This design comes from an exercise in tuning for small area and a short achievable clock period on the open sky130 flow, not from production work.
The RTL was checked by simulation tests, not by an equivalence proof against the original design.

## flow/design.v (module list and top-level ports; edited modules follow where they fit)
// module buck_cv_pi: 1056 lines
// module fa_m: 4 lines
// module ha_m: 4 lines
module buck_cv_pi(clk_sample,rst,Vout_from_buck,Time_on);
  // ...
==> flow/run.sh <==
#!/bin/bash
# synth_recipe.tcl (not shown) runs the flow's synth.tcl, then flattens the netlist and writes it again
# the make line also repeats each setting of config.mk as NAME=value (left out here)
make -C /OpenROAD-flow-scripts/flow DESIGN_CONFIG=/design/flow/config.mk WORK_HOME=/design/flow/orfs CLKGATE_MAP_FILE= SYNTH_SCRIPT=/design/flow/synth_recipe.tcl finish
==> flow/config.mk <==
export PLATFORM = sky130hd
export DESIGN_NAME = buck_cv_pi
export DESIGN_NICKNAME = buck_cv_pi
export VERILOG_FILES = /design/flow/design.v
export SDC_FILE = /design/flow/constraint.sdc
export NUM_CORES = 4
export LEC_CHECK = 0
export ABC_AREA = 1
export CAP_MARGIN = 20
export CORE_MARGIN = 2
export CORE_UTILIZATION = 50
export SLEW_MARGIN = 20
export SYNTH_HIERARCHICAL = 1
==> flow/constraint.sdc <==
create_clock -name core_clock -period 175.0 [get_ports {clk_sample}]
set_input_delay 35.0000 -clock core_clock [delete_from_list [all_inputs] [get_ports {clk_sample}]]
set_output_delay 35.0000 -clock core_clock [all_outputs]
set_load 0.01 [all_outputs]
==> summary.txt, run 1 <==
Logic synthesis:
- The fraction of synthesized cell area in xor and xnor cells is 2.310%.
- The share of the synthesized area in compound gates (AO/OA/AOI/OAI) is 12.82%.
- In the synthesized netlist the async set-or-reset flop fraction comes to 0%.
- Synthesis produced a netlist with a net count of roughly 1600.
- The number of synthesized flops with an enable pin is 0.
- The combinational family with the most area after synthesis is adder cells.
- The fraction of synthesized cell area taken by the top area cell type is 28.16%.

Outcome:
- The flow ran to the end and the layout has no timing, DRC or antenna violations.

Final layout:
- The largest registers in the layout are A x39, vp x16, rf x1.
- The multi-input gate share of total cell area is between 70 and 80%.
- The number of sequential cells in the layout is 56.
- The biggest cell category by area in the final layout is multi-input combinational cells.

Timing:
- The shortest period the worst path allows is 44.75 ns.
- The tightest hold margin is 0.7638 ns.

Floorplanning:
- The area of the die is 0.02164 mm^2.

Worst setup path:
- The largest individual stage delay along the critical path comes from the cell fa_1.
- The worst setup path is captured at an output port.
- The launching point of the worst reg2reg path is A[40].
- The buffering stage count on the worst path with inverters included is 8.

Min path:
- The number of cells on the worst hold path is 4.

Route:
- Detailed routing placed a total of 1470 um of wire on met3.
- The sum of met2 wire segment lengths after detailed routing is 12500 um.

Global routing:
- The number of antenna violations at the first check in global routing is 0.
- For met2 alone, demand over resource in global routing was 43.01%.

Clock network:
- The insertion delay of the later-clocked pin in the worst-skew pair is slightly above 0.3 ns.
- Gates resized during post-CTS repair numbered 0.

Placement:
- During placement, the flow inserted port buffers numbering 27.
==> inputs of run 2 (changes only) <==
--- a/flow/design.v
+++ b/flow/design.v
@@ -689,157 +689,90 @@
 wire n675, n676;
 fa_m un675(.a(n670), .b(n671), .c(n674), .s(n675), .co(n676));
 wire n677, n678;
 fa_m un677(.a(n649), .b(n672), .c(n676), .s(n677), .co(n678));
 wire n679, n680;
 fa_m un679(.a(n650), .b(n663), .c(n678), .s(n679), .co(n680));
 wire [4:0] rs = {n680, n679, n677, n675, n673};
 wire [3:0] rho;
-localparam [31:0] RHO_T0 = 32'b10010101010101010010101010101010;
-assign rho[0] = RHO_T0[rs];
-localparam [31:0] RHO_T1 = 32'b00100110011001100100110011001100;
-assign rho[1] = RHO_T1[rs];
-localparam [31:0] RHO_T2 = 32'b00111000011110000111000011110000;
-assign rho[2] = RHO_T2[rs];
-localparam [31:0] RHO_T3 = 32'b00111111100000000111111100000000;
-assign rho[3] = RHO_T3[rs];
+assign rho[0] = (rs[0] & ~rs[1] & ~rs[4]) | (~rs[0] & ~rs[2] & rs[4]) | (rs[0] & ~rs[2] & ~rs[4]) | (~rs[0] & ~rs[3] & rs[4]) | (rs[0] & ~rs[3] & ~rs[4]) | (~rs[0] & ~rs[1] & rs[4]);
+assign rho[1] = (rs[1] & ~rs[2] & ~rs[4]) | (rs[0] & ~rs[1] & rs[4]) | (~rs[0] & rs[1] & ~rs[3]) | (~rs[0] & rs[1] & ~rs[4]) | (rs[1] & ~rs[3] & ~rs[4]) | (~rs[0] & rs[1] & ~rs[2]);
+assign rho[2] = (~rs[1] & rs[2]) | (rs[2] & ~rs[3] & ~rs[4]) | (rs[0] & rs[1] & ~rs[2] & rs[4]) | (~rs[0] & rs[2] & ~rs[4]) | (~rs[0] & rs[2] & ~rs[3]);
+assign rho[3] = (~rs[2] & rs[3]) | (~rs[1] & rs[3]) | (~rs[0] & rs[3] & ~rs[4]) | (rs[0] & rs[1] & rs[2] & rs[4]);
 wire [2:0] m5;
-localparam [127:0] M5_T0 = 128'b00000000010100101001010010100101001010010100101001010010100101001010010100101001010010100101001010010100101001010010100101001010;
-assign m5[0] = M5_T0[{rho, A[4:2]}];
-localparam [127:0] M5_T1 = 128'b00000000011000110001100011000110001100011000110001100011000110001100011000110001100011000110001100011000110001100011000110001100;
-assign m5[1] = M5_T1[{rho, A[4:2]}];
-localparam [127:0] M5_T2 = 128'b00000000100001000010000100001000010000100001000010000100001000010000100001000010000100001000010000100001000010000100001000010000;
-assign m5[2] = M5_T2[{rho, A[4:2]}];
+assign m5[0] = (A[2] & A[4] & rho[0] & rho[1] & rho[2]) | (~A[2] & ~A[4] & rho[0] & rho[1] & rho[2]) | (~A[2] & A[4] & rho[1] & rho[2] & rho[3]) | (A[2] & A[3] & A[4] & ~rho[0] & ~rho[1] & rho[3]) | (~A[2] & ~A[3] & ~A[4] & ~rho[0] & rho[1] & ~rho[3]) | (~A[2] & ~A[3] & A[4] & ~rho[1] & ~rho[2] & rho[3]) | (A[2] & ~A[3] & ~A[4] & ~rho[1] & rho[2] & ~rho[3]) | (A[2] & ~A[4] & ~rho[0] & rho[1] & ~rho[2] & rho[3]) | (~A[2] & A[3] & ~A[4] & ~rho[0] & ~rho[1] & rho[3]) | (A[2] & A[3] & ~A[4] & rho[0] & ~rho[1] & ~rho[3]) | (~A[2] & A[3] & A[4] & ~rho[0] & ~rho[1] & ~rho[3]) | (A[2] & ~A[4] & ~rho[0] & ~rho[1] & ~rho[2] & ~rho[3]) | (A[2] & A[4] & ~rho[0] & rho[1] & ~rho[2] & ~rho[3]) | (~A[2] & A[3] & ~A[4] & rho[1] & ~rho[2] & ~rho[3]) | (A[2] & A[3] & A[4] & rho[0] & rho[2] & rho[3]) | (A[2] & A[3] & A[4] & rho[0] & rho[1] & ~rho[3]) | (~A[2] & A[3] & A[4] & ~rho[0] & rho[1] & rho[3]) | (A[2] & A[4] & ~rho[0] & ~rho[1] & rho[2] & rho[3]) | (A[2] & ~A[3] & A[4] & rho[1] & rho[2] & ~rho[3]) | (~A[2] & ~A[3] & ~A[4] & rho[0] & rho[1] & rho[3]) | (~A[2] & A[3] & ~A[4] & rho[0] & rho[2] & rho[3]) | (A[2] & ~A[3] & ~A[4] & ~rho[0] & rho[1] & rho[3]) | (A[2] & A[3] & ~A[4] & rho[1] & ~rho[2] & rho[3]) | (~A[2] & ~A[4] & ~rho[0] & ~rho[1] & rho[2] & rho[3]) | (~A[2] & A[4] & rho[0] & ~rho[1] & ~rho[2] & rho[3]) | (~A[2] & ~A[3] & A[4] & rho[0] & rho[2] & rho[3]) | (~A[2] & A[4] & ~rho[0] & ~rho[1] & rho[2] & ~rho[3]) | (A[2] & ~A[3] & A[4] & rho[0] & rho[1] & rho[3]) | (~A[2] & A[3] & A[4] & ~rho[1] & rho[2] & ~rho[3]) | (~A[2] & ~A[3] & A[4] & rho[0] & rho[1] & ~rho[2] & ~rho[3]) | (~A[2] & ~A[3] & ~A[4] & rho[0] & ~rho[1] & ~rho[2] & ~rho[3]) | (A[2] & A[3] & ~A[4] & ~rho[0] & rho[1] & rho[2] & ~rho[3]) | (A[2] & ~A[3] & ~A[4] & rho[0] & ~rho[1] & ~rho[2] & rho[3]) | (A[2] & ~A[3] & A[4] & rho[0] & ~rho[1] & ~rho[2] & ~rho[3]);
+assign m5[1] = (~A[2] & ~A[3] & rho[0] & rho[1] & rho[3]) | (~A[2] & A[3] & rho[0] & rho[1] & rho[2]) | (A[2] & ~A[3] & rho[1] & rho[2] & rho[3]) | (~A[3] & A[4] & rho[0] & ~rho[1] & ~rho[2] & ~rho[3]) | (A[3] & A[4] & ~rho[0] & ~rho[1] & rho[2] & rho[3]) | (A[2] & A[3] & ~rho[0] & ~rho[1] & ~rho[2] & ~rho[3]) | (A[2] & A[3] & ~A[4] & ~rho[0] & ~rho[2] & rho[3]) | (A[2] & A[3] & A[4] & rho[0] & rho[2] & ~rho[3]) | (~A[2] & ~A[3] & ~A[4] & rho[0] & ~rho[1] & ~rho[2]) | (A[2] & A[3] & ~A[4] & rho[0] & ~rho[1] & rho[2]) | (~A[2] & A[3] & ~rho[0] & rho[1] & ~rho[2] & ~rho[3]) | (A[2] & ~A[3] & rho[0] & ~rho[1] & ~rho[2] & rho[3]) | (A[2] & A[3] & A[4] & ~rho[0] & rho[1] & ~rho[2]) | (A[2] & ~A[3] & ~rho[0] & ~rho[1] & rho[2] & ~rho[3]) | (~A[2] & ~A[3] & ~rho[0] & rho[1] & rho[2] & ~rho[3]) | (~A[3] & A[4] & rho[0] & rho[1] & rho[3]) | (~A[3] & ~A[4] & rho[1] & rho[2] & rho[3]) | (~A[2] & ~A[3] & A[4] & rho[0] & ~rho[2] & ~rho[3]) | (~A[2] & A[3] & A[4] & ~rho[0] & rho[2] & rho[3]) | (A[3] & ~A[4] & ~rho[0] & rho[1] & ~rho[2] & rho[3]) | (A[2] & ~A[3] & ~A[4] & ~rho[0] & rho[2] & rho[3]) | (A[3] & ~A[4] & rho[0] & ~rho[1] & rho[2] & ~rho[3]) | (~A[2] & ~A[3] & A[4] & rho[0] & rho[2] & rho[3]) | (A[3] & ~A[4] & ~rho[0] & ~rho[1] & ~rho[2] & ~rho[3]) | (~A[2] & A[3] & A[4] & ~rho[0] & ~rho[1] & rho[2]) | (A[2] & ~A[3] & A[4] & ~rho[0] & rho[1] & rho[2]) | (~A[3] & ~A[4] & ~rho[0] & ~rho[1] & rho[2] & ~rho[3]) | (~A[2] & A[3] & ~rho[0] & ~rho[1] & rho[2] & rho[3]) | (A[2] & ~A[3] & ~A[4] & rho[0] & rho[1] & rho[2]) | (A[2] & ~A[3] & ~A[4] & ~rho[0] & rho[1] & ~rho[2] & ~rho[3]) | (~A[2] & A[3] & A[4] & rho[0] & ~rho[1] & ~rho[2] & rho[3]) | (A[2] & A[3] & ~A[4] & rho[0] & rho[1] & ~rho[2] & ~rho[3]) | (~A[2] & ~A[3] & A[4] & ~rho[0] & ~rho[1] & ~rho[2] & rho[3]);
+assign m5[2] = (A[2] & A[3] & A[4] & rho[1] & rho[2] & rho[3]) | (A[2] & ~A[3] & A[4] & rho[0] & rho[2] & rho[3]) | (A[2] & A[3] & ~A[4] & rho[0] & rho[1] & rho[2]) | (~A[2] & A[3] & A[4] & rho[0] & rho[1] & rho[3]) | (~A[2] & A[3] & ~A[4] & rho[1] & rho[2] & rho[3]) | (~A[2] & ~A[3] & ~A[4] & rho[0] & rho[2] & rho[3]) | (A[2] & ~A[3] & ~A[4] & rho[0] & rho[1] & rho[3]) | (~A[2] & ~A[3] & A[4] & ~rho[0] & ~rho[1] & ~rho[2] & ~rho[3]) | (A[2] & ~A[3] & ~A[4] & ~rho[0] & rho[1] & rho[2] & ~rho[3]) | (A[2] & ~A[3] & A[4] & rho[0] & rho[1] & ~rho[2] & ~rho[3]) | (A[2] & A[3] & ~A[4] & ~rho[0] & rho[1] & ~rho[2] & ~rho[3]) | (~A[2] & ~A[3] & A[4] & ~rho[0] & rho[1] & ~rho[2] & rho[3]) | (~A[2] & A[3] & ~A[4] & rho[0] & ~rho[1] & ~rho[2] & rho[3]) | (~A[2] & ~A[3] & ~A[4] & ~rho[0] & ~rho[1] & ~rho[2] & rho[3]) | (A[2] & ~A[3] & ~A[4] & rho[0] & ~rho[1] & ~rho[2] & ~rho[3]) | (~A[2] & A[3] & A[4] & ~rho[0] & rho[1] & rho[2] & ~rho[3]) | (~A[2] & ~A[3] & A[4] & rho[0] & ~rho[1] & rho[2] & ~rho[3]) | (A[2] & A[3] & ~A[4] & ~rho[0] & ~rho[1] & rho[2] & rho[3]) | (~A[2] & A[3] & ~A[4] & ~rho[0] & ~rho[1] & rho[2] & ~rho[3]) | (~A[2] & ~A[3] & ~A[4] & rho[0] & rho[1] & ~rho[2] & ~rho[3]) | (~A[2] & A[3] & A[4] & rho[0] & ~rho[1] & ~rho[2] & ~rho[3]) | (A[2] & A[3] & A[4] & rho[0] & ~rho[1] & ~rho[2] & rho[3]) | (A[2] & ~A[3] & A[4] & ~rho[0] & ~rho[1] & ~rho[2] & rho[3]) | (A[2] & A[3] & A[4] & ~rho[0] & ~rho[1] & rho[2] & ~rho[3]);
 wire [4:0] dm24;
-localparam [127:0] DM24_T0 = 128'b00000000111110000011111000001111100000111110000011111000001111100000111110000011111000001111100000111110000011111000001111100000;
-assign dm24[0] = DM24_T0[{rho, A[4:2]}];
-localparam [127:0] DM24_T1 = 128'b00000000111111111100000000001111111111000000000011111111110000000000111111111100000000001111111111000000000011111111110000000000;
-assign dm24[1] = DM24_T1[{rho, A[4:2]}];
-localparam [127:0] DM24_T2 = 128'b00000000111111111111111111110000000000000000000011111111111111111111000000000000000000001111111111111111111100000000000000000000;
-assign dm24[2] = DM24_T2[{rho, A[4:2]}];
-localparam [127:0] DM24_T3 = 128'b00000000000000000000000000000000000000000000000011111111111111111111111111111111111111110000000000000000000000000000000000000000;
-assign dm24[3] = DM24_T3[{rho, A[4:2]}];
-localparam [127:0] DM24_T4 = 128'b00000000111111111111111111111111111111111111111100000000000000000000000000000000000000000000000000000000000000000000000000000000;
-assign dm24[4] = DM24_T4[{rho, A[4:2]}];
+assign dm24[0] = (~A[4] & rho[0] & rho[1] & rho[2]) | (A[4] & rho[1] & rho[2] & rho[3]) | (A[3] & ~A[4] & ~rho[0] & ~rho[1] & rho[3]) | (A[3] & A[4] & ~rho[0] & ~rho[1] & ~rho[3]) | (A[4] & rho[0] & ~rho[1] & ~rho[2] & rho[3]) | (~A[4] & ~rho[0] & rho[1] & ~rho[2] & ~rho[3]) | (A[2] & ~A[4] & ~rho[1] & rho[2] & rho[3]) | (A[2] & A[4] & ~rho[1] & rho[2] & ~rho[3]) | (~A[3] & ~A[4] & rho[0] & rho[1] & rho[3]) | (A[3] & ~A[4] & rho[0] & rho[1] & ~rho[3]) | (A[2] & A[3] & A[4] & rho[1] & rho[3]) | (~A[3] & A[4] & rho[0] & rho[2] & rho[3]) | (~A[3] & ~A[4] & ~rho[0] & rho[1] & ~rho[3]) | (~A[3] & A[4] & ~rho[1] & ~rho[2] & rho[3]) | (A[2] & ~A[3] & rho[0] & rho[1] & ~rho[2] & ~rho[3]) | (~A[3] & ~A[4] & rho[0] & ~rho[1] & ~rho[2] & ~rho[3]) | (A[3] & ~A[4] & rho[0] & rho[2] & rho[3]) | (~A[4] & ~rho[0] & ~rho[1] & rho[2] & rho[3]) | (A[2] & A[3] & ~A[4] & ~rho[1] & rho[3]) | (A[2] & A[4] & ~rho[0] & ~rho[1] & ~rho[3]) | (A[4] & ~rho[0] & ~rho[1] & rho[2] & ~rho[3]) | (A[2] & A[3] & A[4] & ~rho[1] & ~rho[3]) | (A[3] & A[4] & ~rho[1] & rho[2] & ~rho[3]) | (A[2] & A[3] & rho[1] & rho[2] & rho[3]) | (A[3] & A[4] & ~rho[0] & rho[1] & rho[3]) | (A[2] & A[4] & ~rho[0] & rho[1] & rho[3]) | (A[2] & ~A[4] & ~rho[0] & ~rho[1] & rho[3]) | (A[2] & A[3] & ~rho[0] & ~rho[1] & rho[2] & ~rho[3]) | (A[2] & A[3] & A[4] & ~rho[0] & rho[2] & ~rho[3]) | (~A[3] & A[4] & rho[0] & rho[1] & ~rho[2] & ~rho[3]);
+assign dm24[1] = (rho[1] & rho[2] & rho[3]) | (A[3] & rho[0] & ~rho[1] & ~rho[2]) | (A[4] & ~rho[0] & rho[2] & ~rho[3]) | (~A[4] & ~rho[0] & ~rho[1] & rho[2]) | (A[4] & rho[0] & ~rho[2] & rho[3]) | (A[3] & ~A[4] & rho[1] & rho[2]) | (~A[4] & ~rho[0] & rho[1] & ~rho[2] & ~rho[3]) | (rho[0] & ~rho[1] & ~rho[2] & rho[3]) | (A[3] & rho[0] & rho[1] & rho[3]) | (A[3] & A[4] & rho[0] & rho[3]) | (A[3] & A[4] & rho[0] & ~rho[2]) | (A[4] & rho[0] & ~rho[1] & ~rho[2]) | (~A[4] & rho[0] & rho[1] & rho[2]) | (A[3] & A[4] & ~rho[1] & ~rho[2] & rho[3]);
+assign dm24[2] = (A[4] & ~rho[1] & rho[3]) | (rho[0] & ~rho[1] & rho[3]) | (rho[1] & rho[2] & rho[3]) | (A[4] & rho[1] & ~rho[2] & ~rho[3]) | (~rho[0] & ~rho[1] & rho[2] & ~rho[3]) | (~rho[1] & ~rho[2] & rho[3]) | (rho[0] & rho[1] & ~rho[2] & ~rho[3]) | (A[4] & rho[0] & rho[1] & ~rho[3]);
+assign dm24[3] = (~rho[1] & ~rho[2] & rho[3]) | (rho[1] & rho[2] & ~rho[3]) | (rho[0] & rho[2] & ~rho[3]);
+assign dm24[4] = (rho[1] & rho[3]) | (rho[2] & rho[3]);
 wire [0:0] hs;
-localparam [31:0] HS_T0 = 32'b01110111101110111101110111101110;
-assign hs[0] = HS_T0[A[40:36]];
+assign hs[0] = (~A[37] & A[40]) | (A[37] & ~A[40]) | (~A[36] & A[39]) | (A[36] & ~A[39]);
 wire [33:0] cc;
-localparam [31:0] CC_T0 = 32'b01010011001010010100010010100100;
-assign cc[0] = CC_T0[A[40:36]];
-localparam [31:0] CC_T1 = 32'b01000111000110001100000110001100;
-assign cc[1] = CC_T1[A[40:36]];
-localparam [31:0] CC_T2 = 32'b01100100001010101000010011001000;
-assign cc[2] = CC_T2[A[40:36]];
-localparam [31:0] CC_T3 = 32'b00100011000110011001110001000100;
-assign cc[3] = CC_T3[A[40:36]];
-localparam [31:0] CC_T4 = 32'b01000101100100010001010101100110;
-assign cc[4] = CC_T4[A[40:36]];
-localparam [31:0] CC_T5 = 32'b00100011001100110101000100100010;
-assign cc[5] = CC_T5[A[40:36]];
-localparam [31:0] CC_T6 = 32'b00010111000010110000110100001110;
-assign cc[6] = CC_T6[A[40:36]];
-localparam [31:0] CC_T7 = 32'b00000000101110110000000011101110;
-assign cc[7] = CC_T7[A[40:36]];
-localparam [31:0] CC_T8 = 32'b00000000000000001101110111101110;
-assign cc[8] = CC_T8[A[40:36]];
-localparam [31:0] CC_T9 = 32'b01010010100100101001010010100100;
-assign cc[9] = CC_T9[A[40:36]];
-localparam [31:0] CC_T10 = 32'b01100011000110001100010100101000;
-assign cc[10] = CC_T10[A[40:36]];
-localparam [31:0] CC_T11 = 32'b01110100000110110000010111000000;
-assign cc[11] = CC_T11[A[40:36]];
-localparam [31:0] CC_T12 = 32'b00100101001100101001000101001010;
-assign cc[12] = CC_T12[A[40:36]];
-localparam [31:0] CC_T13 = 32'b01000110001000110001100110001100;
-assign cc[13] = CC_T13[A[40:36]];
-localparam [31:0] CC_T14 = 32'b00100010101010101000100010101010;
-assign cc[14] = CC_T14[A[40:36]];
-localparam [31:0] CC_T15 = 32'b01000100100010001100110011001100;
-assign cc[15] = CC_T15[A[40:36]];
-localparam [31:0] CC_T16 = 32'b01110000101100001101000011100000;
-assign cc[16] = CC_T16[A[40:36]];
-localparam [31:0] CC_T17 = 32'b01110111000000001101110100000000;
-assign cc[17] = CC_T17[A[40:36]];
-localparam [31:0] CC_T18 = 32'b01110111101110110000000000000000;
-assign cc[18] = CC_T18[A[40:36]];
-localparam [31:0] CC_T19 = 32'b00100101001010010100100101001010;
-assign cc[19] = CC_T19[A[40:36]];
-localparam [31:0] CC_T20 = 32'b00010100101000110001100011000110;
-assign cc[20] = CC_T20[A[40:36]];
-localparam [31:0] CC_T21 = 32'b00000011101000001101100000101110;
-assign cc[21] = CC_T21[A[40:36]];
-localparam [31:0] CC_T22 = 32'b01010010100010010100110010100100;
-assign cc[22] = CC_T22[A[40:36]];
-localparam [31:0] CC_T23 = 32'b00110001100110001100010001100010;
-assign cc[23] = CC_T23[A[40:36]];
-localparam [31:0] CC_T24 = 32'b01010101000100010101010101000100;
-assign cc[24] = CC_T24[A[40:36]];
-localparam [31:0] CC_T25 = 32'b00110011001100110001000100100010;
-assign cc[25] = CC_T25[A[40:36]];
-localparam [31:0] CC_T26 = 32'b00000111000010110000110100001110;
-assign cc[26] = CC_T26[A[40:36]];
-localparam [31:0] CC_T27 = 32'b00000000101110110000000011101110;
-assign cc[27] = CC_T27[A[40:36]];
-localparam [31:0] CC_T28 = 32'b00000000000000001101110111101110;
-assign cc[28] = CC_T28[A[40:36]];
-localparam [31:0] CC_T29 = 32'b01010010100100101001010010100100;
-assign cc[29] = CC_T29[A[40:36]];
-localparam [31:0] CC_T30 = 32'b01100011000110001100010100101000;
-assign cc[30] = CC_T30[A[40:36]];
-localparam [31:0] CC_T31 = 32'b01110100000110110000010111000000;
-assign cc[31] = CC_T31[A[40:36]];
-localparam [31:0] CC_T32 = 32'b00100101001100101001000101001010;
-assign cc[32] = CC_T32[A[40:36]];
-localparam [31:0] CC_T33 = 32'b01000110001000110001100110001100;
-assign cc[33] = CC_T33[A[40:36]];
+assign cc[0] = (~A[36] & ~A[38] & ~A[39]) | (~A[36] & ~A[37] & A[39] & A[40]) | (~A[36] & A[37] & A[38] & A[39]) | (A[36] & ~A[37] & A[38] & ~A[39]) | (A[36] & ~A[37] & ~A[38] & A[39]) | (A[36] & A[37] & ~A[38] & A[40]) | (~A[36] & A[37] & ~A[38] & ~A[40]) | (A[36] & A[38] & ~A[39] & ~A[40]);
+assign cc[1] = (A[37] & ~A[38] & ~A[39]) | (~A[37] & ~A[38] & A[39]) | (A[37] & A[38] & A[39]) | (A[37] & A[39] & A[40]) | (~A[36] & ~A[37] & A[38] & ~A[39]) | (A[36] & A[37] & ~A[39] & ~A[40]);
+assign cc[2] = (A[37] & A[39] & A[40]) | (A[36] & A[38] & A[39]) | (A[36] & A[37] & ~A[39] & ~A[40]) | (A[36] & ~A[37] & ~A[39] & A[40]) | (A[37] & ~A[38] & A[40]) | (A[37] & A[38] & ~A[39] & ~A[40]) | (~A[36] & A[37] & ~A[38] & A[39]);
+assign cc[3] = (A[36] & A[39]) | (~A[36] & ~A[39]) | (A[36] & A[37] & ~A[38] & A[40]) | (~A[37] & A[38] & A[39] & ~A[40]) | (~A[37] & ~A[38] & A[39] & A[40]) | (A[37] & ~A[38] & A[39] & ~A[40]);
+assign cc[4] = (~A[36] & ~A[38]) | (~A[37] & ~A[40]) | (~A[36] & ~A[39]) | (A[37] & A[38] & A[40]);
+assign cc[5] = (A[36] & ~A[37]) | (~A[37] & ~A[38]) | (~A[36] & A[38] & A[39] & ~A[40]) | (~A[37] & ~A[39]);
+assign cc[6] = (~A[38]) | (~A[36] & ~A[37] & A[39] & A[40]);
+assign cc[7] = (~A[39]);
+assign cc[8] = (~A[40]);
+assign cc[9] = (~A[36] & A[38] & A[40]) | (A[36] & A[38] & ~A[40]) | (A[36] & ~A[37] & ~A[38] & A[40]) | (~A[36] & A[37] & ~A[38] & ~A[40]) | (~A[37] & A[38] & ~A[40]) | (A[37] & A[38] & A[40]);
+assign cc[10] = (~A[37] & ~A[38] & A[39]) | (A[37] & A[38] & A[39]) | (A[36] & A[37] & ~A[38] & ~A[39]) | (A[36] & A[39] & A[40]) | (~A[36] & ~A[37] & A[38] & ~A[39]) | (A[36] & ~A[37] & A[38] & ~A[40]) | (~A[36] & A[37] & A[39] & ~A[40]);
+assign cc[11] = (~A[38] & ~A[39] & A[40]) | (A[38] & A[39] & A[40]) | (~A[36] & A[38] & ~A[39]) | (~A[36] & A[37] & ~A[38] & A[39]) | (A[37] & A[38] & ~A[39] & ~A[40]) | (~A[36] & ~A[37] & ~A[38] & ~A[40]);
+assign cc[12] = (A[36] & A[38] & A[39]) | (~A[37] & ~A[38] & ~A[40]) | (~A[36] & A[38] & ~A[39]) | (~A[36] & ~A[38] & A[39] & A[40]) | (A[36] & ~A[37] & ~A[39] & A[40]) | (~A[36] & ~A[37] & ~A[40]) | (A[36] & ~A[38] & ~A[39] & ~A[40]);
+assign cc[13] = (A[37] & A[39] & A[40]) | (~A[36] & ~A[37] & ~A[40]) | (A[36] & ~A[38] & A[39]) | (~A[36] & ~A[38] & ~A[39]) | (A[36] & A[37] & ~A[39] & ~A[40]) | (A[36] & ~A[37] & ~A[39] & A[40]);
+assign cc[14] = (A[36]);
+assign cc[15] = (A[37]);
+assign cc[16] = (A[38]);
+assign cc[17] = (A[39]);
+assign cc[18] = (A[40]);
+assign cc[19] = (A[36] & A[37] & ~A[38]) | (~A[36] & ~A[38] & A[40]) | (~A[37] & ~A[38] & ~A[40]) | (~A[36] & A[37] & A[38] & ~A[40]) | (A[36] & ~A[37] & A[38] & A[40]);
+assign cc[20] = (A[37] & A[38] & ~A[39]) | (~A[37] & ~A[38] & ~A[39]) | (~A[36] & ~A[37] & A[38] & A[39]) | (~A[36] & A[37] & ~A[39]) | (A[37] & ~A[38] & A[39] & A[40]) | (A[36] & A[37] & ~A[38] & A[39]) | (A[36] & A[38] & ~A[39] & A[40]);
+assign cc[21] = (~A[38] & ~A[39] & ~A[40]) | (A[38] & A[39] & ~A[40]) | (A[36] & ~A[38] & A[39]) | (A[36] & A[38] & ~A[39] & A[40]) | (~A[37] & A[38] & ~A[40]) | (~A[37] & ~A[38] & A[39] & A[40]);
+assign cc[22] = (A[36] & ~A[38] & A[39]) | (A[36] & A[37] & A[40]) | (~A[36] & ~A[38] & ~A[39]) | (~A[36] & A[37] & A[39] & ~A[40]) | (A[36] & A[38] & ~A[39] & ~A[40]) | (~A[36] & A[38] & A[39] & A[40]);
+assign cc[23] = (A[36] & ~A[37] & ~A[40]) | (A[36] & A[38] & A[39]) | (~A[36] & A[38] & ~A[39]) | (A[36] & A[37] & A[40]) | (~A[36] & ~A[37] & A[39] & A[40]) | (~A[36] & A[37] & A[39] & ~A[40]);
+assign cc[24] = (~A[36]);
+assign cc[25] = (~A[37]);
+assign cc[26] = (~A[38]);
+assign cc[27] = (~A[39]);
+assign cc[28] = (~A[40]);
+assign cc[29] = (~A[36] & A[38] & A[40]) | (A[36] & A[38] & ~A[40]) | (A[36] & ~A[37] & ~A[38] & A[40]) | (~A[36] & A[37] & ~A[38] & ~A[40]) | (~A[37] & A[38] & ~A[40]) | (A[37] & A[38] & A[40]);
+assign cc[30] = (~A[37] & ~A[38] & A[39]) | (A[37] & A[38] & A[39]) | (A[36] & A[37] & ~A[38] & ~A[39]) | (A[36] & A[39] & A[40]) | (~A[36] & ~A[37] & A[38] & ~A[39]) | (A[36] & ~A[37] & A[38] & ~A[40]) | (~A[36] & A[37] & A[39] & ~A[40]);
+assign cc[31] = (~A[38] & ~A[39] & A[40]) | (A[38] & A[39] & A[40]) | (~A[36] & A[38] & ~A[39]) | (~A[36] & A[37] & ~A[38] & A[39]) | (A[37] & A[38] & ~A[39] & ~A[40]) | (~A[36] & ~A[37] & ~A[38] & ~A[40]);
+assign cc[32] = (A[36] & A[38] & A[39]) | (~A[37] & ~A[38] & ~A[40]) | (~A[36] & A[38] & ~A[39]) | (~A[36] & ~A[38] & A[39] & A[40]) | (A[36] & ~A[37] & ~A[39] & A[40]) | (~A[36] & ~A[37] & ~A[40]) | (A[36] & ~A[38] & ~A[39] & ~A[40]);
+assign cc[33] = (A[37] & A[39] & A[40]) | (~A[36] & ~A[37] & ~A[40]) | (A[36] & ~A[38] & A[39]) | (~A[36] & ~A[38] & ~A[39]) | (A[36] & A[37] & ~A[39] & ~A[40]) | (A[36] & ~A[37] & ~A[39] & A[40]);
 wire [9:0] k30;
-localparam [31:0] K30_T0 = 32'b00000000000000000000000000000000;
-assign k30[0] = K30_T0[A[40:36]];
-localparam [31:0] K30_T1 = 32'b01011010110100101001011010110100;
-assign k30[1] = K30_T1[A[40:36]];
-localparam [31:0] K30_T2 = 32'b00111001110011100111000110001100;
-assign k30[2] = K30_T2[A[40:36]];
-localparam [31:0] K30_T3 = 32'b00000111110000011111000001111100;
-assign k30[3] = K30_T3[A[40:36]];
-localparam [31:0] K30_T4 = 32'b11111111110000000000111111111100;
-assign k30[4] = K30_T4[A[40:36]];
-localparam [31:0] K30_T5 = 32'b01011010111011010110100101001000;
-assign k30[5] = K30_T5[A[40:36]];
-localparam [31:0] K30_T6 = 32'b10011100111100011000111001110000;
-assign k30[6] = K30_T6[A[40:36]];
-localparam [31:0] K30_T7 = 32'b11100000111111100000111110000000;
-assign k30[7] = K30_T7[A[40:36]];
-localparam [31:0] K30_T8 = 32'b00000000111111111111000000000000;
-assign k30[8] = K30_T8[A[40:36]];
-localparam [31:0] K30_T9 = 32'b11111111000000000000000000000000;
-assign k30[9] = K30_T9[A[40:36]];
+assign k30[0] = 1'b0;
+assign k30[1] = (~A[36] & A[38] & A[40]) | (~A[36] & ~A[37] & A[38]) | (A[36] & ~A[37] & ~A[38] & A[39]) | (~A[36] & A[37] & ~A[38] & ~A[40]) | (A[36] & A[37] & A[38] & ~A[39]) | (A[36] & ~A[38] & A[39] & A[40]) | (A[36] & ~A[37] & ~A[38] & A[40]) | (~A[37] & A[38] & ~A[39] & ~A[40]) | (A[36] & A[37] & A[38] & ~A[40]);
+assign k30[2] = (~A[37] & A[38] & A[39]) | (A[37] & ~A[38] & ~A[39]) | (~A[36] & ~A[37] & A[39]) | (A[36] & A[37] & ~A[39]) | (A[37] & ~A[39] & A[40]) | (A[36] & A[37] & ~A[38] & A[40]) | (A[36] & ~A[38] & ~A[39] & A[40]) | (~A[36] & A[38] & A[39] & ~A[40]);
+assign k30[3] = (~A[36] & A[38] & ~A[40]) | (~A[37] & A[38] & ~A[40]) | (A[37] & ~A[38] & ~A[39] & ~A[40]) | (~A[37] & ~A[38] & A[39] & A[40]) | (A[37] & A[38] & ~A[39] & A[40]) | (A[38] & A[39] & ~A[40]) | (~A[36] & ~A[38] & A[39] & A[40]) | (~A[36] & ~A[37] & ~A[38] & A[40]);
+assign k30[4] = (~A[38] & A[39]) | (A[39] & A[40]) | (A[38] & ~A[39] & ~A[40]) | (A[37] & ~A[38] & ~A[40]) | (A[37] & A[38] & A[40]);
+assign k30[5] = (A[36] & A[37] & ~A[38]) | (~A[36] & A[37] & A[38]) | (A[37] & ~A[39] & A[40]) | (A[36] & ~A[38] & A[39] & A[40]) | (A[36] & A[38] & ~A[39] & A[40]) | (~A[36] & ~A[38] & ~A[39] & A[40]) | (~A[36] & A[38] & A[39] & A[40]) | (A[36] & ~A[37] & A[38] & A[39] & ~A[40]) | (~A[36] & ~A[37] & ~A[38] & A[39] & ~A[40]);
+assign k30[6] = (A[36] & A[37] & A[39]) | (~A[36] & A[38] & ~A[39]) | (A[37] & ~A[38] & A[39]) | (A[38] & ~A[39] & A[40]) | (~A[37] & A[38] & ~A[39]) | (~A[36] & ~A[37] & A[38] & A[40]) | (A[36] & ~A[38] & A[39] & ~A[40]) | (~A[36] & ~A[37] & ~A[39] & A[40]);
+assign k30[7] = (A[36] & ~A[39] & A[40]) | (~A[38] & A[39] & ~A[40]) | (A[37] & A[38] & A[40]) | (A[36] & A[38] & A[40]) | (A[38] & ~A[39] & A[40]) | (A[37] & ~A[39] & A[40]) | (A[36] & A[37] & A[38] & ~A[39]);
+assign k30[8] = (~A[39] & A[40]) | (A[38] & A[39] & ~A[40]);
+assign k30[9] = (A[39] & A[40]);
 wire [4:0] th0;
-localparam [31:0] TH0_T0 = 32'b10100110110100101000100101001000;
-assign th0[0] = TH0_T0[A[40:36]];
-localparam [31:0] TH0_T1 = 32'b10011110001100011000011100111000;
-assign th0[1] = TH0_T1[A[40:36]];
-localparam [31:0] TH0_T2 = 32'b01111110000011111000000011111000;
-assign th0[2] = TH0_T2[A[40:36]];
-localparam [31:0] TH0_T3 = 32'b00000001111111111000000000000111;
-assign th0[3] = TH0_T3[A[40:36]];
-localparam [31:0] TH0_T4 = 32'b00000000000000000111111111111111;
-assign th0[4] = TH0_T4[A[40:36]];
+assign th0[0] = (A[36] & A[37] & ~A[38] & ~A[40]) | (A[37] & A[38] & ~A[39] & A[40]) | (A[36] & A[37] & A[38] & A[39]) | (A[36] & ~A[37] & ~A[38] & A[40]) | (~A[36] & A[38] & ~A[39] & A[40]) | (~A[36] & A[37] & A[38] & ~A[39]) | (A[36] & A[38] & A[39] & A[40]) | (~A[36] & ~A[37] & ~A[38] & A[39] & ~A[40]) | (~A[36] & A[37] & ~A[38] & A[39] & A[40]);
+assign th0[1] = (~A[37] & A[38] & ~A[39]) | (A[36] & ~A[37] & ~A[38] & A[39]) | (A[37] & ~A[38] & A[39] & A[40]) | (A[36] & A[37] & A[38] & A[39]) | (~A[36] & ~A[38] & A[39] & ~A[40]) | (~A[36] & ~A[37] & A[38] & A[40]) | (~A[36] & ~A[37] & ~A[39] & A[40]) | (A[36] & A[37] & ~A[38] & ~A[39] & ~A[40]);
+assign th0[2] = (A[38] & ~A[39] & ~A[40]) | (A[36] & ~A[38] & A[40]) | (~A[38] & ~A[39] & A[40]) | (~A[37] & A[38] & A[39] & A[40]) | (~A[36] & A[37] & A[39] & A[40]) | (A[36] & A[37] & ~A[39] & ~A[40]) | (A[36] & A[37] & A[38] & ~A[40]);
+assign th0[3] = (~A[39] & A[40]) | (~A[36] & ~A[38] & ~A[39]) | (~A[37] & ~A[38] & ~A[39]) | (~A[36] & ~A[37] & ~A[38] & A[40]) | (A[36] & A[37] & A[38] & A[39] & ~A[40]);
+assign th0[4] = (~A[37] & ~A[40]) | (~A[39] & ~A[40]) | (~A[36] & ~A[40]) | (~A[38] & ~A[40]);
 wire [4:0] th1;
-localparam [31:0] TH1_T0 = 32'b01011011001011010110011010110100;
-assign th1[0] = TH1_T0[A[40:36]];
-localparam [31:0] TH1_T1 = 32'b11000111000111001110000110001100;
-assign th1[1] = TH1_T1[A[40:36]];
-localparam [31:0] TH1_T2 = 32'b00111111000000111110000001111100;
-assign th1[2] = TH1_T2[A[40:36]];
-localparam [31:0] TH1_T3 = 32'b00000000111111111110000000000011;
-assign th1[3] = TH1_T3[A[40:36]];
-localparam [31:0] TH1_T4 = 32'b00000000000000000001111111111111;
-assign th1[4] = TH1_T4[A[40:36]];
+assign th1[0] = (~A[36] & ~A[38] & ~A[39]) | (~A[36] & ~A[37] & A[39] & A[40]) | (~A[36] & A[37] & A[38] & A[39]) | (A[36] & ~A[37] & A[38] & ~A[39]) | (A[36] & ~A[37] & ~A[38] & A[39]) | (A[36] & A[37] & ~A[38] & A[40]) | (~A[36] & A[37] & ~A[38] & ~A[40]) | (A[36] & A[38] & ~A[39] & ~A[40]);
+assign th1[1] = (A[37] & ~A[38] & ~A[39]) | (~A[37] & ~A[38] & A[39]) | (A[37] & A[38] & A[39]) | (A[37] & A[39] & A[40]) | (~A[36] & ~A[37] & A[38] & ~A[39]) | (A[36] & A[37] & ~A[39] & ~A[40]);
+assign th1[2] = (~A[37] & A[39] & A[40]) | (~A[36] & ~A[38] & A[40]) | (~A[36] & A[37] & ~A[39]) | (A[37] & A[38] & A[39] & ~A[40]) | (~A[37] & ~A[38] & A[40]) | (A[37] & ~A[38] & ~A[39] & ~A[40]) | (A[36] & ~A[37] & A[38] & ~A[40]);
+assign th1[3] = (~A[39] & A[40]) | (A[37] & A[38] & A[39] & ~A[40]) | (~A[37] & ~A[38] & ~A[39]);
+assign th1[4] = (~A[39] & ~A[40]) | (~A[38] & ~A[40]) | (~A[37] & ~A[40]);
 wire gx0 = A[2] & 1'b1;
 wire gy0 = A[2] | 1'b1;
 wire ge1 = cc[0] ? gx0 : gy0;
 wire gx1 = A[3] & ge1;
 wire gy1 = A[3] | ge1;
 wire ge2 = cc[1] ? gx1 : gy1;
 wire gx2 = A[4] & ge2;
 wire gy2 = A[4] | ge2;
--- a/flow/config.mk
+++ b/flow/config.mk
@@ -4,10 +4,11 @@
 export VERILOG_FILES = /design/flow/design.v
 export SDC_FILE = /design/flow/constraint.sdc
 export NUM_CORES = 4
 export LEC_CHECK = 0
 export ABC_AREA = 1
 export CAP_MARGIN = 20
 export CORE_MARGIN = 2
 export CORE_UTILIZATION = 50
+export CTS_BUF_LIST = sky130_fd_sc_hd__clkbuf_4 sky130_fd_sc_hd__clkbuf_8
 export SLEW_MARGIN = 20
 export SYNTH_HIERARCHICAL = 1
==> run 2 against run 1 <==
Non-clock buffer count decreased by 2. Routed wire length increased by 2.7%. Register-to-register slack worse by 0.31 ns. Global-route usage grew 0.86 points. Critical endpoint unchanged. Die area down 1.2%. Highest routed layer unchanged. Cell area is 2.0% lower. Still clean. Clock skew hardly changed. Final cell count shrank 0.37%.
==> summary.txt, run 2 <==
Clock network:
- The root buffer cell is clkbuf_8 (was clkbuf_16).
- The insertion delay of the later-clocked pin in the worst-skew pair is 0.33 ns (was 0.31 ns).
- The clock transition at the registers of the reported paths is 0.12 ns (was 0.07 ns).
- The maximum buffer depth of the clock tree is 2 (unchanged).
- The CTS tree is yes (unchanged).
- The count of instances resized after the clock tree is built came to 0 (unchanged).
- The count of H-tree levels built during CTS came to 2 (unchanged).
- The number of buffers inserted for hold repair after clock tree synthesis is 0 (unchanged).
- The clock sink count was 56 (unchanged).
- The number of buffers created by CTS came to 5 (unchanged).
- The number of buffers inserted to repair setup after CTS is 0 (unchanged).

Floorplanning:
- The initial cell density of the core is 50.43% (was 50.76%).
- The core box area is 0.02004 mm^2 (was 0.02017 mm^2).
- The site row count was 52 (unchanged).
- The area of the die was 0.02137 mm^2 (was 0.02164 mm^2).
- The die boundary width was 146.2 um (was 147.1 um).
- The height of the chip was 146.2 um (was 147.1 um).
- The count of boundary I/O pins was 28 (unchanged).

Route:
- The via density per instance is 5.433 (was 5.384).
- The remaining routing DRC violations is 0 (unchanged).
- The total detailed-routing wirelength came to 27010 um (was 26290 um).
- The detailed-route wire length per cell is 16.93 um (was 16.42 um).
- The iteration count of the initial detailed-routing pass is 5 (was 7).
- The violation count after the first detailed-route iteration was 692 (was 629).
- The count of antenna-violating nets left after detailed routing was 0 (unchanged).
- The via count of the routed design came to 8665 (was 8619).

Logic synthesis:
- The most repeated cell in the gate-level netlist after synthesis was inv_1 (unchanged).
- The fraction of synthesis flops using an asynchronous set or reset pin is 0% (unchanged).
- The commonest register cell after synthesis is dfxtp_1 (unchanged).
- The average footprint of a synthesized cell came to 7.679 um^2 (was 7.767 um^2).
- The flip-flop and latch count after synthesis is 56 (unchanged).
- The post-synthesis net count is 1602 (was 1620).
- The gate count after technology mapping is 1316 (was 1318).
- The proportion of synthesized chip area in sequential cells was 11.09% (was 10.95%).
- The dominant cell type by area after synthesis is fa_1 (unchanged).
- The warning count from the yosys run is 7 (unchanged).
- Synth cell count leaders: inv_1, nand2_1, nor2_1 (unchanged).
- Synth top area cells: fa_1, ha_1, dfxtp_1 (unchanged).
- The fraction of synthesized cell area taken by the top area cell type is 28.33% (was 28.16%).
- The summed instance area of the synthesized netlist was 0.01011 mm^2 (was 0.01024 mm^2).
- The number of synthesized flops with an enable pin was 0 (unchanged).
- The number of distinct library cells after synthesis is 54 (was 55).

Worst setup path:
- The delay of the slowest cell on the worst path was 0.76 ns (was 0.53 ns).
- The signal arrival time at the worst endpoint is 10.17 ns (was 9.75 ns).
- The classification of the worst setup path is reg2out (unchanged).
- The library cell contributing the largest single delay on the critical path is dfxtp_1 (was fa_1).
- The data required time of the critical path came to 140.00 ns (about the same).
- The most numerous cell on the critical path was nor2_1 (was fa_1).
- The maximum net fanout on the critical path was 17 (was 42).
- The element type at the critical path end is an output port (unchanged).
- The nature of the critical path startpoint is a flop (unchanged).

Final layout:
- The final standard cell count with taps included and fillers excluded is 1595 (was 1601).
- The flip-flop count of the largest register, all copies and words added was 39 (unchanged).
- The share of layout cells above drive strength 1 is 2.943% (was 3.306%).
- Leading registers by flop count: A x39, vp x16, rf x1 (unchanged).
- The number of diodes added for antenna fixing came to 0 (unchanged).
- The final layout net count is 1610 (was 1632).
- The top register by number of flip-flops is A (unchanged).
- The area overhead of the layout relative to synthesis came to 5.980% (was 6.771%).
- The most common library cell in the layout ignoring fill and taps is inv_1 (unchanged).
- Most used cells in the layout excluding fill and tap cells: inv_1, nand2_1, nor2_1 (unchanged).

Timing:
- The number of hold violations in the final report was 0 (unchanged).
- The total negative slack for setup checks was 0 ns (unchanged).
- The worst setup skew after layout is 0.01237 ns (was 0.01242 ns).
- The final critical-path share of the clock period is 25.81% (was 25.57%).
- The shortest period the worst path allows is 45.17 ns (was 44.75 ns).
- The slew at the pin closest to its max-slew limit was 0.7416 ns (was 0.7550 ns).
- The headroom to the max-slew limit came to 49.28% (was 49.31%).
- The worst setup margin is 129.83 ns (was 130.25 ns).
- The maximum clock frequency came to 22.14 MHz (was 22.35 MHz).
- The final count of pins violating max slew is 0 (unchanged).
- The number of setup violations in the final report is 0 (unchanged).
- The tightest hold margin came to 0.7994 ns (was 0.7638 ns).
- RSZ-0062 raised after global routing: false (unchanged).

Job:
- The number of max-cap violations is 0 (unchanged).

Min path:
- The path type of the worst min-delay path is reg2reg (unchanged).

Placement:
- The number of placed instances, taps included is 1587 (was 1593).
- The count of input and output buffers is 27 (unchanged).
- The detailed placer's ending HPWL is 22480 um (was 21880 um).
- The worst setup slack before clock tree synthesis was 130.30 ns (was 130.45 ns).
- The final weighted congestion of routability-driven global placement is 0.9811 (was 0.9442).

Global routing:
- The overall fraction of global-route tracks in use is 26.15% (was 25.29%).
- The number of antenna violations at the first check in global routing is 0 (unchanged).
- The remaining global-route overflow is 0 (unchanged).
- The pin count of the biggest net entering global routing was 51 (unchanged).
- The wire length of the first global-routing pass is 44590 um (was 43680 um).
- The number of global-route vias before repair is 8592 (was 8523).

Outcome:
- Result of the run: complete, no violations (unchanged).
-- run 2: cell count changes after synthesis, sizes merged, moves of 5 or more --
cell | before | now
nor2 | 150 | 184
nand3 | 48 | 43
o2111ai | 1 | 8
or2 | 14 | 8
buf | 8 | 15
nand4 | 3 | 17
a21oi | 65 | 57
o211ai | 14 | 3
ha | 140 | 125
clkbuf | 23 | 18
o21ai | 71 | 39
nor4 | 0 | 7
nand2 | 217 | 209
inv | 251 | 266
-- run 2: area by class of cell --
cell class	instances	area, um^2
fillers	1959	9329
multi-input cells	959	7816
flip-flops and latches	56	1121
inverters	268	1006
well taps	270	337.8
repair buffers	34	317.8
clock buffers	5	68.82
clock inverters	3	42.54
-- run 2: through the flow --
stage	cell area [um^2]	util [%]
3_5_place_dp	10600	52.89
4_1_cts	10710	53.45
5_1_grt	10710	53.45
3_3_place_gp	10600	52.89
6_report	10710	53.45
2_1_floorplan	10110	-
-- run 2: per-module statistics from Yosys (local to each module, per instance) --
module      cell area [um^2]  cells  flops+latches  times used
ha_m                   12.51      1              0          52
buck_cv_pi              6653   1124             56           1
fa_m                   20.02      1              0         140
-- run 2: path summary, 6_finish.rpt --
| check | cells after the start | end | from | slack [ns] |
|---|---|---|---|---|
| setup / recovery | 43 | Time_on[9] | A[36] | 129.83 |
| hold / removal | 4 | A[35] | A[35] | 0.80 |
| setup reg to reg | 58 | A[39] | A[36] | 161.81 |
| hold reg to reg | 4 | A[35] | A[35] | 0.80 |
-- run 2: layer usage --
layer	track usage [%]	vias to the layer above	wire, um
met5	0	-	0
met4	7.816	0	637
met3	2.219	50	1657
met2	44.20	350	12870
met1	36.04	4060	11840
li1	-	4205	-
-- run 2: critical path: cells and delay by family (launching register included) --
| family | cells | cell delay [ns] |
|---|---|---|
| compound gates | 10 | 1.19 |
| xor+xnor | 1 | 0.15 |
| fa+ha+maj | 12 | 4.26 |
| buf+inv | 6 | 1.59 |
| flops | 1 | 0.76 |
| simple gates | 14 | 1.88 |
-- run 2: logic make-up (layout without fill, tap and decap cells) --
kind of cell	after synthesis	in the layout	share of synthesized area (%)
AO/OA/AOI/OAI	177	177	10.98
other	1	1	0.03711
adder cells (fa/ha/maj)	268	268	43.80
buffers and inverters	301	310	11.56
AND/OR/NAND/NOR	487	487	20.27
XOR/XNOR	26	26	2.253
flip-flops	56	56	11.09
==> inputs of run 3 (changes only) <==
--- a/flow/config.mk
+++ b/flow/config.mk
@@ -9,6 +9,5 @@
 export CAP_MARGIN = 20
 export CORE_MARGIN = 2
 export CORE_UTILIZATION = 50
-export CTS_BUF_LIST = sky130_fd_sc_hd__clkbuf_4 sky130_fd_sc_hd__clkbuf_8
 export SLEW_MARGIN = 20
 export SYNTH_HIERARCHICAL = 1
==> run 3 against run 2 <==
Die area is the same. Critical path type unchanged. Via count is essentially flat. Maximum frequency is essentially flat. Setup slack lost 0.034 ns. Sequential cell count is the same. Non-clock buffer count is the same. Global-route usage is essentially flat. Routed wire length grew 0.31%. Sequential share of layout area shrank 0.055 points. Core utilization grew 0.28 points. First-iteration DRC count grew 9.4%. Cell area grew 0.53%.
==> summary.txt, run 3 <==
Clock network:
- The number of buffers created by CTS is 5 (unchanged).
- The maximum buffer depth of the clock tree is 2 (unchanged).
- The count of H-tree levels built during CTS was 2 (unchanged).
- The CTS tree is yes (unchanged).
- The insertion delay of the later-clocked pin in the worst-skew pair is 0.30 ns (was 0.33 ns).
- The number of buffers inserted for hold repair after clock tree synthesis is 0 (unchanged).
- The root buffer cell is clkbuf_16 (was clkbuf_8).
- The clock sink count came to 56 (unchanged).
- The count of instances resized after the clock tree is built is 0 (unchanged).
- The number of buffers inserted to repair setup after CTS is 0 (unchanged).
- The clock transition at the registers of the reported paths was 0.08 ns (was 0.12 ns).

Route:
- The remaining routing DRC violations is 0 (unchanged).
- The total detailed-routing wirelength is 27090 um (was 27010 um).
- The violation count after the first detailed-route iteration is 757 (was 692).
- The via density per instance is 5.429 (was 5.433).
- The iteration count of the initial detailed-routing pass is 5 (unchanged).
- The count of antenna-violating nets left after detailed routing is 0 (unchanged).
- The detailed-route wire length per cell is 16.98 um (was 16.93 um).
- The via count of the routed design was 8660 (was 8665).

Logic synthesis:
- Synth top area cells: fa_1, ha_1, dfxtp_1 (unchanged).
- The commonest register cell after synthesis is dfxtp_1 (unchanged).
- The warning count from the yosys run is 7 (unchanged).
- The fraction of synthesis flops using an asynchronous set or reset pin came to 0% (unchanged).
- The number of synthesized flops with an enable pin is 0 (unchanged).
- The number of distinct library cells after synthesis is 54 (unchanged).
- The gate count after technology mapping is 1316 (unchanged).
- The post-synthesis net count was 1602 (unchanged).
- The flip-flop and latch count after synthesis is 56 (unchanged).
- Synth cell count leaders: inv_1, nand2_1, nor2_1 (unchanged).
- The most repeated cell in the gate-level netlist after synthesis was inv_1 (unchanged).
- The dominant cell type by area after synthesis is fa_1 (unchanged).
- The proportion of synthesized chip area in sequential cells is 11.09% (unchanged).
- The fraction of synthesized cell area taken by the top area cell type is 28.33% (unchanged).
- The summed instance area of the synthesized netlist was 0.01011 mm^2 (unchanged).
- The average footprint of a synthesized cell was 7.679 um^2 (unchanged).

Final layout:
- The sequential cell area was 0.001121 mm^2 (unchanged).
- The most common library cell in the layout ignoring fill and taps is inv_1 (unchanged).
- The number of diodes added for antenna fixing is 0 (unchanged).
- The final layout net count is 1610 (unchanged).
- The flip-flop count of the largest register, all copies and words added is 39 (unchanged).
- The share of layout cells above drive strength 1 came to 2.943% (unchanged).
- The top register by number of flip-flops is A (unchanged).
- The number of inserted filler cells in the final layout is 1952 (was 1959).
- The final non-filler cell area is 0.01077 mm^2 (was 0.01071 mm^2).
- Leading registers by flop count: A x39, vp x16, rf x1 (unchanged).
- The area overhead of the layout relative to synthesis is 6.537% (was 5.980%).
- The final core utilization is 53.73% (was 53.45%).
- The area of the multi-input gates is 0.007816 mm^2 (unchanged).
- Most used cells in the layout excluding fill and tap cells: inv_1, nand2_1, nor2_1 (unchanged).

Timing:
- The final critical-path share of the clock period is 25.83% (was 25.81%).
- The number of setup violations in the final report is 0 (unchanged).
- The worst setup margin is 129.80 ns (was 129.83 ns).
- RSZ-0062 raised after global routing: false (unchanged).
- The maximum clock frequency was 22.12 MHz (was 22.14 MHz).
- The total negative slack for setup checks was 0 ns (unchanged).
- The worst setup skew after layout is 0.009492 ns (was 0.01237 ns).
- The slew at the pin closest to its max-slew limit was 0.7889 ns (was 0.7416 ns).
- The number of hold violations in the final report is 0 (unchanged).
- The shortest period the worst path allows is 45.20 ns (was 45.17 ns).
- The final count of pins violating max slew is 0 (unchanged).
- The headroom to the max-slew limit came to 46.04% (was 49.28%).

Worst setup path:
- The classification of the worst setup path is reg2out (unchanged).
- The nature of the critical path startpoint is a flop (unchanged).
- The delay of the slowest cell on the worst path came to 0.77 ns (was 0.76 ns).
- The signal arrival time at the worst endpoint is 10.20 ns (was 10.17 ns).
- The family of cells with the greatest summed delay on the critical path is adder cells (unchanged).
- The data required time of the critical path is 140.00 ns (about the same).
- The most numerous cell on the critical path is nor2_1 (unchanged).
- The buffering stage count on the worst path with inverters included is 6 (unchanged).
- The library cell contributing the largest single delay on the critical path is dfxtp_1 (unchanged).
- The maximum net fanout on the critical path is 17 (unchanged).
- The element type at the critical path end is an output port (unchanged).

Global routing:
- The number of antenna violations at the first check in global routing came to 0 (unchanged).
- The pin count of the biggest net entering global routing is 51 (unchanged).
- The number of global-route vias before repair is 8587 (was 8592).
- The overall fraction of global-route tracks in use is 26.11% (was 26.15%).
- The wire length of the first global-routing pass is 44550 um (was 44590 um).
- The remaining global-route overflow is 0 (unchanged).

Floorplanning:
- The initial cell density of the core is 50.43% (unchanged).
- The core box area is 0.02004 mm^2 (unchanged).
- The area of the die is 0.02137 mm^2 (unchanged).
- The count of boundary I/O pins is 28 (unchanged).
- The site row count was 52 (unchanged).
- The height of the chip was 146.2 um (unchanged).
- The die boundary width is 146.2 um (unchanged).

Placement:
- The placement-stage cell area came to 0.01060 mm^2 (unchanged).
- The worst setup slack before clock tree synthesis is 130.30 ns (unchanged).
- The final weighted congestion of routability-driven global placement is 0.9811 (unchanged).
- The detailed placer's ending HPWL came to 22480 um (unchanged).
- The count of input and output buffers is 27 (unchanged).

Min path:
- The path type of the worst min-delay path is reg2reg (unchanged).

Job:
- The number of max-cap violations is 0 (unchanged).

Outcome:
- Result of the run: complete, no violations (unchanged).
## run 3: path summary, 6_finish.rpt
check        slack (ns)   from  cells after the start          to
min reg2reg        0.79  A[33]                      4       A[33]
max              129.80  A[36]                     43  Time_on[9]
min                0.79  A[33]                      4       A[33]
max reg2reg      161.75  A[36]                     58       A[39]
## run 3: worst reg2reg max path, delay by kind of cell, from the launching register on
kind,cells,cell delay (ns)
buffers and inverters,8,1.32
and+or+nand+nor,20,2.55
adders and majority gates,19,6.69
AOI/OAI and AO/OA,10,1.60
xor gates and xnor gates,1,0.16
DFF,1,0.77
## run 3: logic make-up after synthesis
logic type	after synthesis	synth area share, %
other cells	1	0.03711
flops	56	11.09
buf+inv	301	11.56
fa+ha+maj	268	43.80
xor+xnor	26	2.253
simple gates	487	20.27
compound gates	177	10.98
## run 3: per-stage QoR
step                      std cells  hold slack [ns]
after global placement         1587           0.7594
after detailed placement       1587           0.7750
after CTS                      1595           0.7942
after global routing           1595           0.8365
after floorplan                1316           0.6794
final                          1595           0.7908
## run 3: per-module statistics from Yosys (local to each module, per instance)
module / flip-flops and latches / cells inside
fa_m: 0 / 1
buck_cv_pi: 56 / 1124
ha_m: 0 / 1
## run 3: layout make-up
cell class	instances	share of cell area, %
multi-input combinational	959	72.60
sequential	56	10.41
inverter	268	9.343
tap	270	3.138
timing repair buffer	34	2.952
clock buffer	5	1.162
clock inverter	3	0.3951
## run 3: layer usage
layer	wire, um	track usage, %	up-vias
met5	0	0	-
met4	696	7.670	0
met3	1668	2.125	66
met2	12810	44.22	361
met1	11910	36.02	4028
li1	-	-	4205

port drivers added, routing unchanged:
Ports are ideal in the flow. The routed layouts listed here were re-timed in OpenROAD. Step 1 (the two cells are an assumption about what drives the block):
set clk [get_ports {clk_sample}]
set_driving_cell -lib_cell sky130_fd_sc_hd__clkbuf_16 $clk
set_driving_cell -lib_cell sky130_fd_sc_hd__buf_2 [delete_from_list [all_inputs] $clk]
Step 2, shift: input delay + t, output delay - t, t = (earliest + latest rising clock arrival at the registers) / 2. This alone moves slack from input paths to output paths. a / b / c = ideal ports / drivers / drivers and shift; a / b = the first two.
run	t (ns)	setup slack, ns	pins driven straight from the clock port
run 1	0.344	130.253 / 130.211 / 130.555	1
run 2	0.359	129.834 / 129.795 / 130.155	1
run 3	0.340	129.800 / 129.758 / 130.098	1
After both steps setup and hold are still met in every run listed.
